What follows belongs to an exercise in optimizing a design on an open flow for small area and a short achievable clock period; a production flow would make more cautious choices. The RTL was checked by simulation tests, not by an equivalence proof against the original design.

==> module alu_srt_win, before the edit <==
module alu_srt_win (
	input  [6:0] ti,      
	input  [1:0] ys2,     
	input  [1:0] yc2,     
	input  [7:0] ds,      
	input  [6:0] dt,      
	input        cl,      
	input        mul,     
	input  [3:0] bs,      
	output [6:0] to,      
	output       hc,      
	output       ac,      
	output       qp1, qp2, qn1, qn2
);
	wire sp1, sp2, sn1, sn2;
	alu_qsel q (.est(ti), .ds(ds), .qp1(sp1), .qp2(sp2), .qn1(sn1), .qn2(sn2));
	assign qp1 = mul ? bs[3] : sp1;
	assign qp2 = mul ? bs[2] : sp2;
	assign qn1 = mul ? bs[1] : sn1;
	assign qn2 = mul ? bs[0] : sn2;
	wire [6:0] d1 = {1'b0, dt[6:1]};
	wire [6:0] d2 = dt;
	wire [6:0] m = (~d1 & {7{qp1}}) | (d1 & {7{qn1}}) | (~d2 & {7{qp2}}) | (d2 & {7{qn2}});
	wire [2:0] p = {ys2[1] & yc2[1] | (ys2[0] & yc2[0] & (ys2[1] ^ yc2[1])),
	                ys2[1] ^ yc2[1] ^ (ys2[0] & yc2[0]), ys2[0] ^ yc2[0]};
	wire [5:0] ic;
	wire [4:0] ui;
	assign ic[0] = p[2];
	genvar j;
	generate for (j = 0; j < 5; j = j + 1) begin : inc
		assign ui[j] = ti[j] ^ ic[j];
		assign ic[j+1] = ti[j] & ic[j];
	end endgenerate
	assign hc = ic[5];
	alu_add7 ta (.a({ui, p[1:0]}), .b(m), .ci(cl), .s(to), .co(ac));
endmodule
Settings: LEC_CHECK=0, ABC_AREA=1, CAP_MARGIN=60, CORE_MARGIN=2, CORE_UTILIZATION=55, SLEW_MARGIN=60; clock period 400.0 ns.
standard.sh (not shown) runs the stock make flow with config.mk's settings and CLKGATE_MAP_FILE= SYNTH_SCRIPT=/design/flow/synth_recipe.tcl, a recipe that flattens the netlist after the stock synthesis.
==> flow/flow/run.sh <==
#!/bin/bash
# Own flow: the standard layout (standard.sh: the standard synthesis and every ORFS step
# unchanged), except that the port buffers that ORFS's buffer_ports inserts during placement
# are the library's smallest buffer, sky130_fd_sc_hd__buf_1 (ORFS's BUFFER_PORTS_ARGS), instead
# of the cell the resizer picks by default. Every input and output port still gets a buffer.
set -euo pipefail
bash standard.sh "BUFFER_PORTS_ARGS=-buffer_cell sky130_fd_sc_hd__buf_1" finish > layout.log 2>&1
Rerun with:
--- a/flow/design.v
+++ b/flow/design.v
@@ -297,13 +297,13 @@
 	wire [5:0] ic;
 	wire [4:0] ui;
 	assign ic[0] = p[2];
 	genvar j;
 	generate for (j = 0; j < 5; j = j + 1) begin : inc
 		assign ui[j] = ti[j] ^ ic[j];
-		assign ic[j+1] = ti[j] & ic[j];
+		assign ic[j+1] = p[2] & (&ti[j:0]);
 	end endgenerate
 	assign hc = ic[5];
 	alu_add7 ta (.a({ui, p[1:0]}), .b(m), .ci(cl), .s(to), .co(ac));
 endmodule
 module alu_srt_step #(parameter FIRST = 0) (
 	input  [6:0]  ti,
Result: Synthesized area stays flat; setup slack is better by 71 ps; final cell count came out higher slightly; non-clock buffer count increases by 33; sequential cell count does not change; register-to-register slack is better by 920 ps; synthesized cell count grows slightly; count of clock-buffer cells in the layout is lower by 8; sequential share of layout area barely changes; hold slack loses 8.0 ps; routed wire length came out higher by a few percent; via count rose slightly; core utilization is higher by 0.19 points.

* * *

sparc_alu_reg, a different RTL version from the one above (not shown whole).
For scale: about 17000 cells after synthesis, ~350 flip-flops, ~350 I/O pins, about 0.11 mm^2 of cells after synthesis.
==> module alu_div_fin, before the edit <==
module alu_div_fin (
	input  [6:0]  t,
	input  [25:0] s,
	input  [25:0] c,
	input  [31:0] d,      
	input  [31:0] dn,     
	input  [4:0]  lz,
	input  [31:0] qp,
	input  [31:0] qn,
	output [31:0] q,
	output        sat,
	output [32:0] pl,
	output        plc
);
	wire [32:0] rem;
	alu_add_mx #(33) ar (.a({t, s}), .b({7'b0, c}), .ci(1'b0), .s(rem), .co(plc));
	assign pl = rem;
	wire neg = rem[32];
	wire qc;
	alu_add_mx #(32) aq (.a(qp), .b(~qn), .ci(~neg), .s(q), .co(qc));
	wire [32:0] ge, low;
	wire [31:0] dz;
	genvar i;
	generate for (i = 0; i < 33; i = i + 1) begin : st
		assign ge[i] = i >= lz;
		if (i == 0) begin : z
			assign low[i] = 1'b1;
			assign dz[i] = 1'b1;
		end else begin : nz
			assign low[i] = low[i-1] & ~dn[i-1];
			if (i < 32) begin : dd
				assign dz[i] = dz[i-1] & ~d[i-1];
			end
		end
	end endgenerate
	wire [32:0] k1 = {1'b0, dn} ^ (ge & low);    
	wire [32:0] k2 = ge;                          
	wire [31:0] dm1 = d ^ dz;                     
	wire [32:0] ea = {t, s}, eb = {7'b0, c};
	wire [32:0] ex = ea ^ eb;
	wire [32:0] x1 = ex ^ k1, x2 = ex ^ k2;
	wire [32:0] m1 = (ea & eb) | (ex & ~k1);
	wire [32:0] m2 = (ea & eb) | (ex & ~k2);
	wire eq1 = ~|(x1 ^ {m1[31:0], 1'b0});
	wire eq2 = ~|(x2 ^ {m2[31:0], 1'b0});
	wire qd;
	alu_carry #(32) qdc (.a(q), .b(dm1), .co(qd));
	assign sat = (eq1 | eq2) & qd;
endmodule
clock: 400.0 ns
lec_check: 0
abc_area: 1
cap_margin: 50
core_margin: 2
core_utilization: 55
slew_margin: 50
Scripts as last shown in full above: flow/flow/run.sh
Then changed:
--- a/flow/design.v
+++ b/flow/design.v
@@ -392,5 +392,5 @@
 	wire qc;
 	alu_add_mx #(32) aq (.a(qp), .b(~qn), .ci(~neg), .s(q), .co(qc));
-	wire [32:0] ge, low;
+	wire [32:0] ge;
 	wire [31:0] dz;
 	genvar i;
@@ -398,23 +398,12 @@
 		assign ge[i] = i >= lz;
 		if (i == 0) begin : z
-			assign low[i] = 1'b1;
 			assign dz[i] = 1'b1;
-		end else begin : nz
-			assign low[i] = low[i-1] & ~dn[i-1];
-			if (i < 32) begin : dd
-				assign dz[i] = dz[i-1] & ~d[i-1];
-			end
+		end else if (i < 32) begin : nz
+			assign dz[i] = dz[i-1] & ~d[i-1];
 		end
 	end endgenerate
-	wire [32:0] k1 = {1'b0, dn} ^ (ge & low);    
-	wire [32:0] k2 = ge;                          
 	wire [31:0] dm1 = d ^ dz;                     
-	wire [32:0] ea = {t, s}, eb = {7'b0, c};
-	wire [32:0] ex = ea ^ eb;
-	wire [32:0] x1 = ex ^ k1, x2 = ex ^ k2;
-	wire [32:0] m1 = (ea & eb) | (ex & ~k1);
-	wire [32:0] m2 = (ea & eb) | (ex & ~k2);
-	wire eq1 = ~|(x1 ^ {m1[31:0], 1'b0});
-	wire eq2 = ~|(x2 ^ {m2[31:0], 1'b0});
+	wire eq2 = rem == ge;
+	wire eq1 = (d == 32'd2 && rem == 33'h040000000) || (d == 32'd3 && rem == 33'h080000000);
 	wire qd;
 	alu_carry #(32) qdc (.a(q), .b(dm1), .co(qd));
Worst setup slack degrades by 0.065 ns.
Die area drops by 2.0%.
Global-route usage drops by 2.4 points.
Via count drops by 3.2%.
First-iteration DRC count drops by 12%.
Wire length drops by 6.5%.
Synthesized cell count drops by 1.3%.
Register-to-register slack degrades by 0.47 ns.

* * *

== main ==
Starting RTL as in the previous note.
==> module alu_srt_step, before the edit <==
module alu_srt_step #(parameter FIRST = 0) (
	input  [6:0]  ti,
	input  [25:0] si,
	input  [25:0] ci,
	input  [1:0]  nb,     
	input  [31:0] dn,     
	input  [7:0]  ds,
	input         mul,
	input  [3:0]  bs,
	output [6:0]  to,
	output [25:0] so,
	output [25:0] co,
	output        hc, ac,
	output        qp1, qp2, qn1, qn2
);
	wire [27:0] ys = {si, nb};
	wire [27:0] yc = {ci, 2'b00};
	wire [25:0] mj;
	alu_srt_win win (.ti(ti), .ys2(ys[27:26]), .yc2(yc[27:26]), .ds(ds), .dt(dn[31:25]),
		.cl(mj[25]), .mul(mul), .bs(bs), .to(to), .hc(hc), .ac(ac),
		.qp1(qp1), .qp2(qp2), .qn1(qn1), .qn2(qn2));
	wire lpos, lm1, lm2;
	alu_sm sm (.qp1(qp1), .qp2(qp2), .qn1(qn1), .qn2(qn2), .pos(lpos), .m1(lm1), .m2(lm2));
	wire [25:0] d1 = dn[25:0];
	wire [25:0] d2 = {dn[24:0], 1'b0};
	wire [25:0] m;
	assign m[25] = (~d1[25] & qp1) | (d1[25] & qn1) | (~d2[25] & qp2) | (d2[25] & qn2);
	assign m[24:0] = ((d1[24:0] & {25{lm1}}) | (d2[24:0] & {25{lm2}})) ^ {25{lpos}};
	genvar i;
	generate for (i = 0; i < 26; i = i + 1) begin : b
		if (FIRST || i < 2) begin : h
			assign so[i] = ys[i] ^ m[i];
			assign mj[i] = ys[i] & m[i];
		end else if (i == 25) begin : t
			wire ms = ((d1[i] & lm1) | (d2[i] & lm2)) ^ lpos;
			assign so[i] = ys[i] ^ yc[i] ^ ms;
			assign mj[i] = (ys[i] & yc[i]) | (m[i] & (ys[i] | yc[i]));
		end else begin : f
			alu_fa fa (.A(ys[i]), .B(yc[i]), .CIN(m[i]), .SUM(so[i]), .COUT(mj[i]));
		end
	end endgenerate
	assign co = {mj[24:0], lpos};
endmodule
Settings: LEC_CHECK=0, ABC_AREA=1, CAP_MARGIN=50, CORE_MARGIN=2, CORE_UTILIZATION=55, SLEW_MARGIN=50; clock period 400.0 ns.
run.sh (not shown) runs the stock make flow with config.mk's settings and CLKGATE_MAP_FILE= SYNTH_SCRIPT=/design/flow/synth_recipe.tcl, a recipe that flattens the netlist after the stock synthesis.
Stock flow here: none of the scripts above is used.
main: PASS, flow complete, no timing, DRC or antenna violations
--- input diff main..the feature branch ---
--- a/flow/design.v
+++ b/flow/design.v
@@ -340,6 +340,5 @@
 			assign mj[i] = ys[i] & m[i];
 		end else if (i == 25) begin : t
-			wire ms = ((d1[i] & lm1) | (d2[i] & lm2)) ^ lpos;
-			assign so[i] = ys[i] ^ yc[i] ^ ms;
+			assign so[i] = ys[i] ^ yc[i] ^ m[i];
 			assign mj[i] = (ys[i] & yc[i]) | (m[i] & (ys[i] | yc[i]));
 		end else begin : f
## What came out
- [compare] base=main new=the feature branch: number of well-tap cells placed fell by 5.5%, maximum level of the CTS H-tree shows an increase of 1, arrival time of data at the critical path endpoint picked up an extra 84.73 ns.
- Against main, final standard cell area without fillers in the feature branch fell by a few percent.
- Sequential portion of the cell area, the feature branch and main: smaller value in main
- Compare the feature branch and main | number of placed instances with taps included lower: the feature branch
- main → the feature branch: number of signal-net buffers in the layout shows a reduction of about 4.4%, worst setup slack shows a reduction of 4.21 ns.
- ~same share of the final layout cell area in multi-input gates in the feature branch and main
- Lower basic-gate share of the synthesized area counting and, or, nand and nor cells among the feature branch and main: the feature branch
- Taking the feature branch over main, the met3 layer wire length in the routed design ratio works out to 1.18.
- Reported for the feature branch and main, number of enable flip-flop cells after synthesis turned out identical to the last digit.

[what the ideal ports hide]
How much do the figures lean on ideal ports? The routed layouts below were timed once more, with nothing changed but the port constraints.
Step 1 (the two cells are an assumption about what drives the block):
set clk [get_ports {clk}]
set_driving_cell -lib_cell sky130_fd_sc_hd__clkbuf_16 $clk
set_driving_cell -lib_cell sky130_fd_sc_hd__buf_2 [delete_from_list [all_inputs] $clk]
Step 2 times the ports against the registers' clock, not the clock port: input delays grow and output delays shrink by t, the midpoint of the rising clock arrivals with the driver on.
Three values: ideal ports, drivers, drivers and shift; two values: the first two.
run | t, ns | slack for setup (ns) | hold slack, ns | cell pins on the clock port's net
the first run of note 1 | 0.628 | 318.813 / 318.751 / 319.315 | 0.451 / 0.451 / 0.451 | 1
the second run of note 1 | 0.639 | 318.884 / 318.821 / 319.459 | 0.443 / 0.443 / 0.443 | 1
the first run of note 2 | 0.696 | 318.817 / 318.722 / 319.408 | 0.428 / 0.428 / 0.428 | 1
the second run of note 2 | 0.729 | 318.752 / 318.672 / 319.100 | 0.470 / 0.470 / 0.470 | 1
main | 0.750 | 318.282 / 318.188 / 318.643 | 0.437 / 0.437 / 0.437 | 1
the feature branch | 0.651 | 314.067 / 314.067 / 314.067 | 0.459 / 0.459 / 0.459 | 1
After both steps every run listed still meets setup and hold.
